This is an optimization exercise on Yosys and OpenROAD, whose aim is small area, not a production implementation. Only the layout flow was run in this run; the RTL was not checked for function there.

File: flow/run.sh
#!/bin/bash
# synth_recipe.tcl (not shown) runs the flow's synth.tcl, then flattens the netlist and writes it again
# the make line also repeats each setting of config.mk as NAME=value (left out here)
make -C /OpenROAD-flow-scripts/flow DESIGN_CONFIG=/design/flow/config.mk WORK_HOME=/design/flow/orfs CLKGATE_MAP_FILE= SYNTH_SCRIPT=/design/flow/synth_recipe.tcl finish
File: flow/config.mk
export PLATFORM = sky130hd
export DESIGN_NAME = butterfly_full
export DESIGN_NICKNAME = butterfly_full
export VERILOG_FILES = /design/flow/design.v
export SDC_FILE = /design/flow/constraint.sdc
export NUM_CORES = 4
export LEC_CHECK = 0
export CAP_MARGIN = 20
export CORE_MARGIN = 2
export CORE_UTILIZATION = 40
export PLACE_DENSITY = 0.6
export SLEW_MARGIN = 20
File: flow/constraint.sdc
create_clock -name core_clock -period 16.0 [get_ports {clk}]
set_input_delay 3.2000 -clock core_clock [delete_from_list [all_inputs] [get_ports {clk}]]
set_output_delay 3.2000 -clock core_clock [all_outputs]
set_load 0.01 [all_outputs]
File: flow/design.v
`timescale 1ns / 1ps
module full_adder(
    input x,
    input y,
    input c_in,
    output s,
    output c_out
    );
    assign s = x ^ y ^ c_in;
    assign c_out = (x & y) + (c_in & (x ^ y));
endmodule 
`timescale 1ns / 1ps
module adder_subtracter32(
    input [31:0] x,       
    input [31:0] y,       
    input c_in,          
    output reg [31:0] r,      
    output v             
    );
    wire [31:0] s;      
    wire [31:0] c_out;
    wire positive_v, negative_v;
    full_adder add0(
        .x(x[0]),
        .y(y[0] ^ c_in),     
        .c_in(c_in),
        .s(s[0]),
        .c_out(c_out[0]));
    full_adder add1(
        .x(x[1]),
        .y(y[1] ^ c_in),
        .c_in(c_out[0]),
        .s(s[1]),
        .c_out(c_out[1]));
    full_adder add2(
        .x(x[2]),
        .y(y[2] ^ c_in),
        .c_in(c_out[1]),
        .s(s[2]),
        .c_out(c_out[2]));
    full_adder add3(
        .x(x[3]),
        .y(y[3] ^ c_in),
        .c_in(c_out[2]),
        .s(s[3]),
        .c_out(c_out[3]));
    full_adder add4(
        .x(x[4]),
        .y(y[4] ^ c_in),
        .c_in(c_out[3]),
        .s(s[4]),
        .c_out(c_out[4]));
    full_adder add5(
        .x(x[5]),
        .y(y[5] ^ c_in),
        .c_in(c_out[4]),
        .s(s[5]),
        .c_out(c_out[5]));
    full_adder add6(
        .x(x[6]),
        .y(y[6] ^ c_in),
        .c_in(c_out[5]),
        .s(s[6]),
        .c_out(c_out[6]));
    full_adder add7(
        .x(x[7]),
        .y(y[7] ^ c_in),
        .c_in(c_out[6]),
        .s(s[7]),
        .c_out(c_out[7]));
    full_adder add8(
        .x(x[8]),
        .y(y[8] ^ c_in),
        .c_in(c_out[7]),
        .s(s[8]),
        .c_out(c_out[8])); 
    full_adder add9(
        .x(x[9]),
        .y(y[9] ^ c_in),
        .c_in(c_out[8]),
        .s(s[9]),
        .c_out(c_out[9]));
    full_adder add10(
        .x(x[10]),
        .y(y[10] ^ c_in),
        .c_in(c_out[9]),
        .s(s[10]),
        .c_out(c_out[10]));
    full_adder add11(
        .x(x[11]),
        .y(y[11] ^ c_in),
        .c_in(c_out[10]),
        .s(s[11]),
        .c_out(c_out[11]));
    full_adder add12(
        .x(x[12]),
        .y(y[12] ^ c_in),
        .c_in(c_out[11]),
        .s(s[12]),
        .c_out(c_out[12]));
    full_adder add13(
        .x(x[13]),
        .y(y[13] ^ c_in),
        .c_in(c_out[12]),
        .s(s[13]),
        .c_out(c_out[13]));
    full_adder add14(
        .x(x[14]),
        .y(y[14] ^ c_in),
        .c_in(c_out[13]),
        .s(s[14]),
        .c_out(c_out[14]));
    full_adder add15(
        .x(x[15]),
        .y(y[15] ^ c_in),
        .c_in(c_out[14]),
        .s(s[15]),
        .c_out(c_out[15]));
    full_adder add16(
        .x(x[16]),
        .y(y[16] ^ c_in),     
        .c_in(c_out[15]),
        .s(s[16]),
        .c_out(c_out[16]));
    full_adder add17(
        .x(x[17]),
        .y(y[17] ^ c_in),
        .c_in(c_out[16]),
        .s(s[17]),
        .c_out(c_out[17]));
    full_adder add18(
        .x(x[18]),
        .y(y[18] ^ c_in),
        .c_in(c_out[17]),
        .s(s[18]),
        .c_out(c_out[18]));
    full_adder add19(
        .x(x[19]),
        .y(y[19] ^ c_in),
        .c_in(c_out[18]),
        .s(s[19]),
        .c_out(c_out[19]));
    full_adder add20(
        .x(x[20]),
        .y(y[20] ^ c_in),
        .c_in(c_out[19]),
        .s(s[20]),
        .c_out(c_out[20]));
    full_adder add21(
        .x(x[21]),
        .y(y[21] ^ c_in),
        .c_in(c_out[20]),
        .s(s[21]),
        .c_out(c_out[21]));
    full_adder add22(
        .x(x[22]),
        .y(y[22] ^ c_in),
        .c_in(c_out[21]),
        .s(s[22]),
        .c_out(c_out[22]));
    full_adder add23(
        .x(x[23]),
        .y(y[23] ^ c_in),
        .c_in(c_out[22]),
        .s(s[23]),
        .c_out(c_out[23]));
    full_adder add24(
        .x(x[24]),
        .y(y[24] ^ c_in),
        .c_in(c_out[23]),
        .s(s[24]),
        .c_out(c_out[24])); 
    full_adder add25(
        .x(x[25]),
        .y(y[25] ^ c_in),
        .c_in(c_out[24]),
        .s(s[25]),
        .c_out(c_out[25]));
    full_adder add26(
        .x(x[26]),
        .y(y[26] ^ c_in),
        .c_in(c_out[25]),
        .s(s[26]),
        .c_out(c_out[26]));
    full_adder add27(
        .x(x[27]),
        .y(y[27] ^ c_in),
        .c_in(c_out[26]),
        .s(s[27]),
        .c_out(c_out[27]));
    full_adder add28(
        .x(x[28]),
        .y(y[28] ^ c_in),
        .c_in(c_out[27]),
        .s(s[28]),
        .c_out(c_out[28]));
    full_adder add29(
        .x(x[29]),
        .y(y[29] ^ c_in),
        .c_in(c_out[28]),
        .s(s[29]),
        .c_out(c_out[29]));
    full_adder add30(
        .x(x[30]),
        .y(y[30] ^ c_in),
        .c_in(c_out[29]),
        .s(s[30]),
        .c_out(c_out[30]));
    full_adder add31(
        .x(x[31]),
        .y(y[31] ^ c_in),
        .c_in(c_out[30]),
        .s(s[31]),
        .c_out(c_out[31]));
    assign v = c_out[31] ^ c_out[30];  
    assign positive_v = ~x[31] && ((!y[31] && !c_in) || (!y[31] && !c_in)) && v;  
    assign negative_v = x[31] && (y[31] ^ c_in) && v;   
    always @* begin
        if (negative_v) begin  
            r <= 32'h80000000;  
        end 
        else if (positive_v)  begin
            r <= 32'h7FFFFFFF;  
        end
        else begin  
            r <= s;
        end
    end  
endmodule
module mux2 (
	d0,
	d1,
	s,
	y
);
	parameter WIDTH = 32;
	input wire [WIDTH - 1:0] d0;
	input wire [WIDTH - 1:0] d1;
	input wire s;
	output wire [WIDTH - 1:0] y;
	assign y = (s ? d1 : d0);
endmodule
`timescale 1ns / 1ps
module shift_right #(
    parameter SHIFT_NUM = 7,  
    parameter WIDTH = 32
)(
    input signed [WIDTH-1:0] data_in,
    output signed [WIDTH-1:0] data_out
);
wire signed [WIDTH-1:0] bias;
wire [WIDTH-1:0] shift_mask = (1 << SHIFT_NUM) - 1;
assign bias = (data_in < 0) ? shift_mask : 0;
assign data_out = (data_in + bias) >>> SHIFT_NUM;
endmodule
`timescale 1ns / 1ps
module mux2_0 (
    input  wire [31:0] d0,
    input  wire [31:0] d1,
    input  wire        s,
    output wire [31:0] y
);
mux2 #(.WIDTH(32)) inst (
    .d0(d0),
    .d1(d1),
    .s(s),
    .y(y)
);
endmodule
module adder_subtracter32_ip (
    input  wire [31:0] x,
    input  wire [31:0] y,
    input  wire        c_in,
    output wire [31:0] r,
    output wire        v
);
adder_subtracter32 inst (
    .x(x),
    .y(y),
    .c_in(c_in),
    .r(r),
    .v(v)
);
endmodule
module shift_right_fractional_len (
    input  wire [31:0] data_in,
    output wire [31:0] data_out
);
shift_right #(.SHIFT_NUM(8), .WIDTH(32)) inst (
    .data_in(data_in),
    .data_out(data_out)
);
endmodule
module multiplier (
    input  wire        CLK,
    input  wire [31:0] A,
    input  wire [9:0]  B,
    output wire [31:0] P
);
reg [31:0] a_r;
reg [9:0]  b_r;
reg [31:0] p1;
reg [31:0] p2;
reg [31:0] p3;
always @(posedge CLK) begin
    a_r <= A;
    b_r <= B;
    p1  <= $signed(a_r) * $signed(b_r);
    p2  <= p1;
    p3  <= p2;
end
assign P = p3;
endmodule
`timescale 1ns / 1ps
module butterfly_full(
    input clk,
    input rstn,
    input CE,
    input [31:0] x0_re_i,
    input [31:0] x0_im_i,
    input [31:0] x1_re_i,
    input [31:0] x1_im_i,
    input [9:0] w_re_i,
    input [9:0] w_im_i,
    output reg [31:0] X0_re_o,
    output reg [31:0] X0_im_o,
    output reg [31:0] X1_re_o,
    output reg [31:0] X1_im_o
    );
    reg [31:0] x1_re_x_w_re_r;
    reg [31:0] x1_im_x_w_im_r;
    reg [31:0] x1_re_x_w_im_r;
    reg [31:0] x1_im_x_w_re_r;
    wire [31:0] z_re;
    wire [31:0] z_im;
    reg [31:0] z_re_add_r;
    reg [31:0] z_im_add_r;
    wire [31:0] z_re_shifted;
    wire [31:0] z_im_shifted;
    reg [31:0] x0_re_r;
    reg [31:0] x0_im_r;
    reg [31:0] x1_re_r;
    reg [31:0] x1_im_r;
    wire [31:0] x1_re;
    wire [31:0] x1_im;
    wire [31:0] w_re;
    wire [31:0] w_im;
    wire [31:0] X0_re;
    wire [31:0] X0_im;
    wire [31:0] X1_re;
    wire [31:0] X1_im;
    wire [31:0] x1_re_x_w_re_m;
    wire [31:0] x1_im_x_w_im_m;
    wire [31:0] x1_im_x_w_re_m;
    wire [31:0] x1_re_x_w_im_m;
    wire [31:0] x1_re_x_w_re;
    wire [31:0] x1_im_x_w_im;
    wire [31:0] x1_re_x_w_im;
    wire [31:0] x1_im_x_w_re;
wire X0_re_add_v;
wire X0_im_add_v;
wire X1_re_sub_v;
wire X1_im_sub_v;
wire z_re_sub_v;
wire z_im_add_v;
always @(posedge clk or negedge rstn) begin
  if(!rstn) begin
    x0_re_r <= 32'd0;
    x0_im_r <= 32'd0;
    x1_re_r <= 32'd0;
    x1_im_r <= 32'd0;
    x1_re_x_w_re_r <= 32'd0;
    x1_re_x_w_im_r <= 32'd0;
    x1_im_x_w_im_r <= 32'd0;   
    x1_im_x_w_re_r <= 32'd0;
    z_re_add_r <= 32'd0;
    z_im_add_r <= 32'd0;
  end
  else begin
    x0_re_r <= x0_re_i;
    x0_im_r <= x0_im_i;
    x1_re_r <= x1_re_i;
    x1_im_r <= x1_im_i;
    x1_re_x_w_re_r <= x1_re_x_w_re;
    x1_re_x_w_im_r <= x1_re_x_w_im;
    x1_im_x_w_im_r <= x1_im_x_w_im;   
    x1_im_x_w_re_r <= x1_im_x_w_re;
    z_re_add_r <= z_re;
    z_im_add_r <= z_im;
  end
end    
always @(posedge clk or negedge rstn) begin
  if(!rstn) begin
    X0_re_o <= 32'd0;
    X0_im_o <= 32'd0;
    X1_re_o <= 32'd0;
    X1_im_o <= 32'd0;  
  end
  else if(CE) begin
    X0_re_o <= X0_re;
    X0_im_o <= X0_im;
    X1_re_o <= X1_re;
    X1_im_o <= X1_im;
  end
end
adder_subtracter32_ip X0_re_add(
  .x(x0_re_r),      
  .y(z_re_shifted),            
  .c_in(1'b0),                 
  .v(X0_re_add_v), 
  .r(X0_re)         
);
adder_subtracter32_ip X0_im_add(
  .x(x0_im_r),      
  .y(z_im_shifted),         
  .c_in(1'b0),   
  .v(X0_im_add_v), 
  .r(X0_im)        
);
adder_subtracter32_ip X1_re_sub(
  .x(x0_re_r),    
  .y(z_re_shifted),        
  .c_in(1'b1),        
  .v(X1_re_sub_v), 
  .r(X1_re)       
);
adder_subtracter32_ip X1_im_sub(
  .x(x0_im_r),    
  .y(z_im_shifted),             
  .c_in(1'b1),            
  .v(X1_im_sub_v),
  .r(X1_im)       
);
shift_right_fractional_len shift_z_re (
    .data_in(z_re_add_r),
    .data_out(z_re_shifted)
);
shift_right_fractional_len shift_z_im (
    .data_in(z_im_add_r),
    .data_out(z_im_shifted)
);
adder_subtracter32_ip z_re_sub(
  .x(x1_re_x_w_re_r),     
  .y(x1_im_x_w_im_r),
  .c_in(1'b1),   
  .v(z_re_sub_v), 
  .r(z_re)         
);
adder_subtracter32_ip z_im_add(
  .x(x1_re_x_w_im_r),   
  .y(x1_im_x_w_re_r),          
  .c_in(1'b0),    
  .v(z_im_add_v), 
  .r(z_im)       
);
mux2_0 x1_re_mux (  
  .d0(x1_re_r),  
  .d1(~x1_re_r + 1'b1),
  .s(x1_re_r[31]),
  .y(x1_re)
);
mux2_0 x1_im_mux (  
  .d0(x1_im_r),  
  .d1(~x1_im_r + 1'b1),
  .s(x1_im_r[31]),
  .y(x1_im)
);
mux2_0 w_re_mux (  
  .d0(w_re_i),  
  .d1(~w_re_i + 1'b1),
  .s(w_re_i[9]),
  .y(w_re)
);
mux2_0 w_im_mux (  
  .d0(w_im_i),  
  .d1(~w_im_i + 1'b1),
  .s(w_im_i[9]),
  .y(w_im)
);
multiplier x1_re_w_re_mul(
  .CLK(clk),  
  .A(x1_re),     
  .B(w_re),     
  .P(x1_re_x_w_re_m)    
); 
multiplier x1_im_w_im_mul(
  .CLK(clk), 
  .A(x1_im),   
  .B(w_im),       
  .P(x1_im_x_w_im_m)      
);
multiplier x1_re_w_im_mul(
  .CLK(clk), 
  .A(x1_re),    
  .B(w_im),      
  .P(x1_re_x_w_im_m)    
); 
multiplier x1_im_w_re_mul(
  .CLK(clk),  
  .A(x1_im),     
  .B(w_re),     
  .P(x1_im_x_w_re_m)   
);
mux2_0 x1_re_w_re_mux ( 
  .d0(x1_re_x_w_re_m),  
  .d1(~x1_re_x_w_re_m + 1'b1),
  .s(x1_re_r[31] ^ w_re_i[9]),
  .y(x1_re_x_w_re)
);
mux2_0 x1_im_w_im_mux ( 
  .d0(x1_im_x_w_im_m),  
  .d1(~x1_im_x_w_im_m + 1'b1),
  .s(x1_im_r[31] ^ w_im_i[9]),
  .y(x1_im_x_w_im)
);
mux2_0 x1_re_w_im_mux ( 
  .d0(x1_re_x_w_im_m),  
  .d1(~x1_re_x_w_im_m + 1'b1),
  .s(x1_re_r[31] ^ w_im_i[9]),
  .y(x1_re_x_w_im)
);
mux2_0 x1_im_w_re ( 
  .d0(x1_im_x_w_re_m),  
  .d1(~x1_im_x_w_re_m + 1'b1),
  .s(x1_im_r[31] ^ w_re_i[9]),
  .y(x1_im_x_w_re)
);
endmodule
==> out/qor.yml <==
hold_path_end: "x1_re_w_re_mul.p2[26]"
cts_made_buffers: 98
postCtsHoldBufs: 0
vias: 42900
avgSynthCellArea_sq_um: 10.5
drc: 0
finalMaxSlewViolations: 0
worstReg2RegStart: "z_re_add_r[31]"
multi_input_area_sq_um: 40300
worst_setup_path_end_kind: "flip-flop"
finalClockSkew_ns: 0.0271
gp_congestion: 0.880
grtUsageTotal_pct: 19.0
antenna_found_initial: 11
dieArea_sq_um: 167000
relSlewSlack_pct: 14.9
syn-cell-area_sq_um: 65700
cp_slowest_cell: "dfrtp_2"
post-dp-hpwl_mm: 118
cap_violations: 0
fp.dieH_microns: 409
worst_slack_ns: 0.580
hold_start: "x1_re_w_re_mul.p1[26]"
dr.pass1.iters: 7
period_needed_ns: 15.42
first_iter_violations: 2449
synthDistinctLibCells: 74
fillCellCount: 15300
yosys_warnings: 11
synth-compound-area-share_pct: 6.41
path_max_fanout: 30
ff2ff_path_depth: 47
synth_top_family_by_area: "adder cells"
core.rowCount: 148
highest_layer: "met5"
whs_path_depth: 0
synth.area.mux_share_pct: 0.0495
met3WireLength_mm: 9.85
grt_pass1_wl_mm: 252
wirelength_mm: 155
synth_top_cell_area_share_pct: 30.0
core_sq_um: 163000
clkTransAtPathRegs_ns: 0.06
clk-insertion-delay-late_ns: 0.74
synth_xor_area_share_pct: 5.91
synth_edf_count: 0
postRouteAntennaNets: 0
synth-seq-cells: 916
post-place-ws_ns: 0.331
synth_nets: 7739
max_clock_freq_ghz: 0.0649
synthArstFlopShare_pct: 48.9
arrival_ns: 15.99
grt_start_max_net_pins: 161
setup_viol: 0
r2r_end: "X0_re_o[12]"
nets: 7887
regArea_sq_um: 20600
hp-class: "flip-flop to flip-flop"
h-tree-depth: 3
port_buffers: 278
globalRouteOverflowTotal: 0
setup-tns-final_ns: 0
cts_setup_buffers: 0
syn_to_final_growth_pct: 12.6
outcome: "timing/DRC/antenna clean"
final_cell_mix: "inv_1 (990), fa_1 (985), nand2_1 (671)"
cts_tree: "done"
die_x_microns: 409
cp_top_family: "adder cells"
place_area_sq_um: 70600
cpMostUsedCell: "fa_1"
postSynthCellCount: 6274
post-synth-top-area-cell: "fa_1"
fin_crit_sh_pct: 96.4
timing.reg2reg.setup_slack_ns: 0.58
finalHoldViolCount: 0
path_buf_inv: 5
start_util_pct: 40.3
yosysSeqAreaShare_pct: 31.3
worstMarginPinSlew_ns: 1.26
grt_pass1_vias: 46100
viasPerCell: 4.94
max_stage_delay_ns: 0.50
dr_wl_met2_mm: 71.9
synth_area_leaders: "fa_1 (30%), dfrtp_1 (17%), dfxtp_1 (14%)"
synth_ff_type: "dfxtp_1"
final_common_cell: "inv_1"
clock-root-buffer: "clkbuf_16"
clockBufferDepth: 3
cp_data_required_time_ns: 16.57
synthAdderAreaFrac_pct: 36.3
met1_length_mm: 70.0
drive_gt1_share_pct: 4.38
startpoint_type: "flip-flop"
rsz0062_at_grt: "no"
wire_per_inst_microns: 17.9
stdcell_area_sq_um: 74000
clock_sink_count: 916
synth_simple_gate_area_share_pct: 12.7
path_class: "flip-flop to flip-flop"
ios: 279
## metrics by stage
stage | instances | util [%] | hold WS [ns]
final | 8680 | 45.4 | 0.317
after global routing | 8678 | 45.4 | 0.315
after CTS | 8678 | 45.4 | 0.318
after detailed placement | 8497 | 43.3 | 0.312
after global placement | 8497 | 43.3 | 0.310
after floorplan | 6274 | - | 0.310
## logic make-up after synthesis
group,Yosys count
flops,916
xor+xnor,443
fa+ha+maj,1314
buf+inv,1283
compound gates,666
mux,3
simple gates,1649
## worst reg2reg max path, delay by kind of cell, from the launching register on
family          cells  cell delay, ns
compound gates      6            1.06
xor+xnor            2            0.37
fa+ha+maj          32           12.52
flops               1            0.50
simple gates        2            0.15
buf+inv             5            0.68
## final cells by class
type | count | share of cell area (%)
multi-input combinational | 4075 | 54.5
clock buffer | 128 | 3.76
tap | 2175 | 3.68
clock inverter | 53 | 0.751
antenna | 2 | 0.00677
sequential | 916 | 27.9
timing repair buffer | 341 | 4.43
inverter | 990 | 5.02
## cells in the mapped netlist (all sizes together), types with 143 or more instances
master / count
o21ai: 178
and2: 480
dfxtp: 468
a21oi: 148
xnor2: 300
dfrtp: 448
nand2: 673
clkbuf: 287
nor2: 152
inv: 990
fa: 985
xor2: 143
ha: 329
## how the worst max path moves through the flow
stage / from / endpoint / slack (ns) / cells after the start
6_report: z_re_add_r[31] / X0_re_o[12] / 0.58 / 47
5_1_grt: z_re_add_r[31] / X0_re_o[21] / 0.01 / 48
4_1_cts: z_im_add_r[31] / X0_im_o[15] / 0.31 / 47
3_5_place_dp: z_im_add_r[31] / X0_im_o[15] / 0.33 / 47
3_3_place_gp: z_im_add_r[31] / X0_im_o[17] / 0.52 / 47
2_1_floorplan: z_re_add_r[31] / X0_re_o[26] / 1.28 / 48
## metal layers
metal / vias to the layer above / GRT usage [%]
li1: 19600 / -
met1: 22000 / 26.1
met2: 1098 / 30.7
met3: 218 / 3.79
met4: 2 / 4.53
met5: - / 0
## repair_timing
| action | CTS | global route |
|---|---|---|
| gates resized for setup | 0 | 9 |
| setup endpoints to repair | 0 | 62 |
| endpoints found under the hold margin | 0 | 0 |

[re-timing with driven ports]
The flow's constraints put no driver on any port. The routed layout listed below was extracted and timed again, unchanged, in two steps. Step 1: set_driving_cell puts a clkbuf_16 on clk and a buf_2 on each other input, an assumption about the parent block. Step 2 moves the port delays by t, midway between the first and last clock arrival at a register: inputs arrive t later, outputs are due t later. That takes back most of the time a late clock gives input paths. Slacks: ideal / step 1 / step 2; pairs: ideal / step 1.
t (ns): 0.803
setup slack, ns: 0.580 / 0.580 / 0.580
worst data-port slew with drivers (ns): 0.11
After both steps this run still meets setup and hold. The setup slack of this run moves by 0.000 ns with the drivers and by 0.000 ns with both steps.
